This is an optimization exercise on Yosys and OpenROAD, whose aim is small area and a short achievable clock period, not a production implementation.
Function was checked by simulation only, so behaviour that the tests miss may differ from the original.

Setup of build 20:
// Pipeline_Computer
module Pipeline_Computer#(parameter WIDTH=32)(
	input clk,
	input reset,
	input [3:0] debug_reg_select,
	output [31:0] debug_reg_out,
	output [31:0] PCFetch,
	input [31:0] Instr,
	output [31:0] DataAdr,
	output [31:0] WriteData,
	output MemWrite,
	input [31:0] ReadData
);
reg  [31:0] PC;
reg  [31:0] InstrD;
reg  [31:0] PCPlus4D;
reg  [31:0] RD1E;           
reg  [31:0] RD2E;           
reg  [31:0] ImmE;           
reg  [3:0]  WA3E;
reg  [1:0]  shtE;
reg  [4:0]  shamtE;
reg         useImmE, useRD2E, ALUSrcE;
reg         fA_M, fA_W, fA_R, fB_M, fB_W, fB_R;
reg         BranchE, RegWriteE, MemWriteE, MemtoRegE, PCSrcE, FlagWriteE;
reg  [3:0]  CondE;
reg         addE, subE, orrE, movE;
reg  [31:0] ALUOutM, WriteDataM;
reg  [3:0]  WA3M;
reg         PCSrcM, RegWriteM, MemWriteM, MemtoRegM;
reg  [31:0] ResultW;
reg  [3:0]  WA3W;
reg         PCSrcW, RegWriteW;
reg         Zf, Zc;
wire [31:0] PCPlus4F = PC + 32'd4;
assign PCFetch = PC;
  ...
For scale: ~4900 cells after synthesis, about 820 flip-flops, about 200 I/O pins, ~46000 um2 of cells after synthesis.
==> flow/config.mk <==
export PLATFORM = sky130hd
export DESIGN_NAME = Pipeline_Computer
export DESIGN_NICKNAME = Pipeline_Computer
export VERILOG_FILES = /design/flow/design.v
export SDC_FILE = /design/flow/constraint.sdc
export NUM_CORES = 4
export LEC_CHECK = 0
export CAP_MARGIN = 20
export CORE_MARGIN = 2
export CORE_UTILIZATION = 45
export PLACE_DENSITY = 0.55
export SETUP_SLACK_MARGIN = 4.5
export SLEW_MARGIN = 20
==> flow/constraint.sdc <==
create_clock -name core_clock -period 10.0 [get_ports {clk}]
set_input_delay 2.0000 -clock core_clock [delete_from_list [all_inputs] [get_ports {clk}]]
set_output_delay 2.0000 -clock core_clock [all_outputs]
set_load 0.01 [all_outputs]
standard.sh (not shown) runs the stock make flow with config.mk's settings and CLKGATE_MAP_FILE= SYNTH_SCRIPT=/design/flow/synth_recipe.tcl, a recipe that flattens the netlist after the stock synthesis.
==> flow/flow/run.sh <==
#!/bin/bash
# Own layout flow: the standard flow (standard.sh) with two changes:
#  - synthesis maps with flow/abc_speed.script instead of ORFS's abc_speed.script
#    (everything else in synthesis is the standard script, so registers keep
#    their standard names and cells);
#  - the port buffers that global placement inserts are buf_2 cells.
set -euo pipefail
W=$PWD
PORTBUF="BUFFER_PORTS_ARGS=-buffer_cell sky130_fd_sc_hd__buf_2"

# ORFS scripts with only the ABC mapping script replaced, used for synthesis only
rm -rf "$W/synth_scripts"
cp -r "$FLOW_HOME/scripts" "$W/synth_scripts"
cp "$W/flow/abc_speed.script" "$W/synth_scripts/abc_speed.script"

bash standard.sh "SCRIPTS_DIR=$W/synth_scripts" "$PORTBUF" synth > "$W/synth.log" 2>&1
bash standard.sh "$PORTBUF" > "$W/layout.log" 2>&1
test -f "$W/out/final.def"
==> flow/flow/abc_speed.script <==
&get -n
&st
&dch
&nf -R 1000
&put
buffer -c
topo
stime -c
upsize -c
dnsize -c
diff inputs: build 20 => build 14
- PLACE_DENSITY now 0.65, was 0.55
- TNS_END_PERCENT now 5, previously not set
- CORE_UTILIZATION now 52, was 45
## What came out
Per the comparison of build 14 with build 20, area growth from synthesis to layout lost 5.5 points, register clock-pin slew on the reported worst setup and hold paths neither gained nor lost much, count of clock-buffer cells in the layout higher, final clock period utilization by the worst path rose by 0.27 points. STATUS cell area: build 14 wins against build 20. Capturing instance or port of the critical path = debug_reg_out[15]: build 20; capturing instance or port of the critical path = debug_reg_out[29]: build 14.
--- input diff build 14..build 40 ---
- CORE_UTILIZATION now 60, was 52
- PLACE_DENSITY now 0.7, was 0.65
- TNS_END_PERCENT no longer set, was 5
==> flow/flow/abc_speed.script <==
&get -n
&st
&dch
&nf
&put
buffer -c
topo
stime -c
upsize -c
dnsize -c
- The number of cells in the finished layout apart from fillers in build 14 is 1.07 times that in build 40.
- [compare] base=build 14 new=build 40: first-pass GRT wire length about even, growth of design area from synthesis to finish fell 0.24 points, share of post-route cells with drive strength above 1 now larger, wire length has decreased.
- First-pass detailed-route iteration total: build 40 vs build 14 up 3
- Final-stage net count (higher): build 14

---

Another version of the RTL of Pipeline_Computer (not shown whole).
For scale: roughly 4500 cells after synthesis, roughly 45000 um2 of cells after synthesis.
Design Pipeline_Computer, start of the top module:
module Pipeline_Computer#(parameter WIDTH=32)(
	input clk,
	input reset,
	input [3:0] debug_reg_select,
	output [31:0] debug_reg_out,
	output [31:0] PCFetch,
	input [31:0] Instr,
	output [31:0] DataAdr,
	output [31:0] WriteData,
	output MemWrite,
	input [31:0] ReadData
);
reg  [31:0] PC;
reg  [31:0] InstrD;
reg  [31:0] PCPlus4D;
reg  [31:0] RD1E;           
reg  [31:0] RD2E;           
reg  [31:0] ImmE;           
reg  [3:0]  WA3E;
reg  [1:0]  shtE;
reg  [4:0]  shamtE;
reg         useImmE, useRD2E, ALUSrcE;
reg         fA_M, fA_W, fA_R, fB_M, fB_W, fB_R;
reg         BranchE, RegWriteE, MemWriteE, MemtoRegE, PCSrcE, FlagWriteE;
reg  [3:0]  CondE;
reg         addE, subE, orrE, movE;
reg  [31:0] ALUOutM, WriteDataM;
reg  [3:0]  WA3M;
reg         PCSrcM, RegWriteM, MemWriteM, MemtoRegM;
reg  [31:0] ResultW;
reg  [3:0]  WA3W;
reg         PCSrcW, RegWriteW;
reg         Zf, Zc;
wire [31:0] PCPlus4F = PC + 32'd4;
assign PCFetch = PC;
wire [1:0] OpD    = InstrD[27:26];
wire [5:0] FunctD = InstrD[25:20];
wire [3:0] cmdD   = InstrD[24:21];
wire [3:0] RnD    = InstrD[19:16];
wire [3:0] RdD    = InstrD[15:12];
wire [3:0] RmD    = InstrD[3:0];
wire op00 = (OpD == 2'b00);
wire op01 = (OpD == 2'b01);
wire op10 = (OpD == 2'b10);
wire cADD = (cmdD == 4'b0100);
wire cSUB = (cmdD == 4'b0010);
wire cAND = (cmdD == 4'b0000);
wire cORR = (cmdD == 4'b1100);
wire cMOV = (cmdD == 4'b1101);
wire cCMP = (cmdD == 4'b1010);
wire cBX  = (cmdD == 4'b1001);
wire RegWriteD  = (op00 & (cADD | cSUB | cAND | cORR | cMOV)) | (op01 & FunctD[0]) | (op10 & FunctD[5] & FunctD[4]);
wire FlagWriteD = op00 & (cADD | cSUB | cAND | cORR | cCMP);
wire BranchD    = (op00 & cBX) | op10;
wire MemWriteD  = op01 & ~FunctD[0];
wire MemtoRegD  = op01 & FunctD[0];
wire ALUSrcD    = op01 | op10;
wire addD = op01 | op10 | (op00 & cADD);
wire subD = op00 & (cSUB | cCMP);
wire orrD = op00 & cORR;
wire movD = op00 & (cMOV | cBX);
wire RegSrc0 = op10 & FunctD[5];
wire RegSrc1 = (op01 & ~FunctD[0]) | (op10 & FunctD[5] & FunctD[4]);
wire PCSrcD = (RdD == 4'd15) & (FunctD != 6'b001001) & RegWriteD;
wire L = InstrD[24] & InstrD[27] & ~InstrD[26];
wire [3:0] RA1D = RegSrc0 ? 4'd15 : RnD;
wire [3:0] RA2D = RegSrc1 ? RdD : RmD;
wire [7:0]  imm8 = InstrD[7:0];
wire [4:0]  rot  = {InstrD[11:8], 1'b0};
wire [63:0] rotx = {24'd0, imm8, 24'd0, imm8} >> rot;
wire [31:0] rotimm = rotx[31:0];
  ...
clock: 10.0 ns
lec_check: 0
cap_margin: 20
core_margin: 2
core_utilization: 52
place_density: 0.65
setup_slack_margin: 4.5
slew_margin: 20
tns_end_percent: 5
==> flow/flow/abc_speed.script <==
&get -n
&st
&dch
&nf
&put
buffer -c
topo
stime -c
upsize -c
dnsize -c
Scripts as last shown in full above: flow/flow/run.sh
The starting point finished clean.
Rerun with:
==> flow/flow/abc_speed.script (replaced) <==
&get -n
&st
&dch
&nf -R 1000
&put
buffer -c
topo
stime -c
upsize -c
dnsize -c
Settings changed: CORE_UTILIZATION 52 to 56, PLACE_DENSITY 0.65 to 0.68.
The new run finished with timing, DRC and antenna clean.
Area after synthesis decreases by a few percent.
Fmax falls by a few percent.
Die area goes down by roughly a tenth.

-- re-timing with driven ports --
The flow's constraints put no driver on any port. The routed layouts listed below were extracted and timed again, unchanged, in two steps. Step 1 sets driving cells, clkbuf_16 on the clock port and buf_2 on the other inputs (assumed; they add their load-dependent delay and slew). Step 2, shift: input delay + t, output delay - t, t = (earliest + latest rising clock arrival at the registers) / 2. This alone moves slack from input paths to output paths. Three values: ideal ports, drivers, drivers and shift; two values: the first two.
| run | t (ns) | setup WS [ns] | worst setup path after step 2 | slew at the worst register clock pin (ns) | cell pins on the clock port's net |
|---|---|---|---|---|---|
| build 20 | 0.768 | 4.027 / 3.989 / 3.989 | input to output | 0.07 / 0.07 | 1 |
| build 14 | 0.764 | 4.000 / 3.951 / 3.951 | input to output | 0.07 / 0.07 | 1 |
| build 40 | 0.758 | 4.101 / 3.975 / 3.975 | input to output | 0.08 / 0.08 | 1 |
| the first run of note 2 | 0.727 | 3.989 / 3.966 / 3.966 | input to output | 0.07 / 0.07 | 1 |
| the second run of note 2 | 0.741 | 3.733 / 3.733 / 3.733 | register to register | 0.07 / 0.07 | 1 |
After both steps setup and hold are still met in every run listed. The setup slack of build 40, which loses most, moves by -0.126 ns with the drivers and by -0.126 ns with both steps.
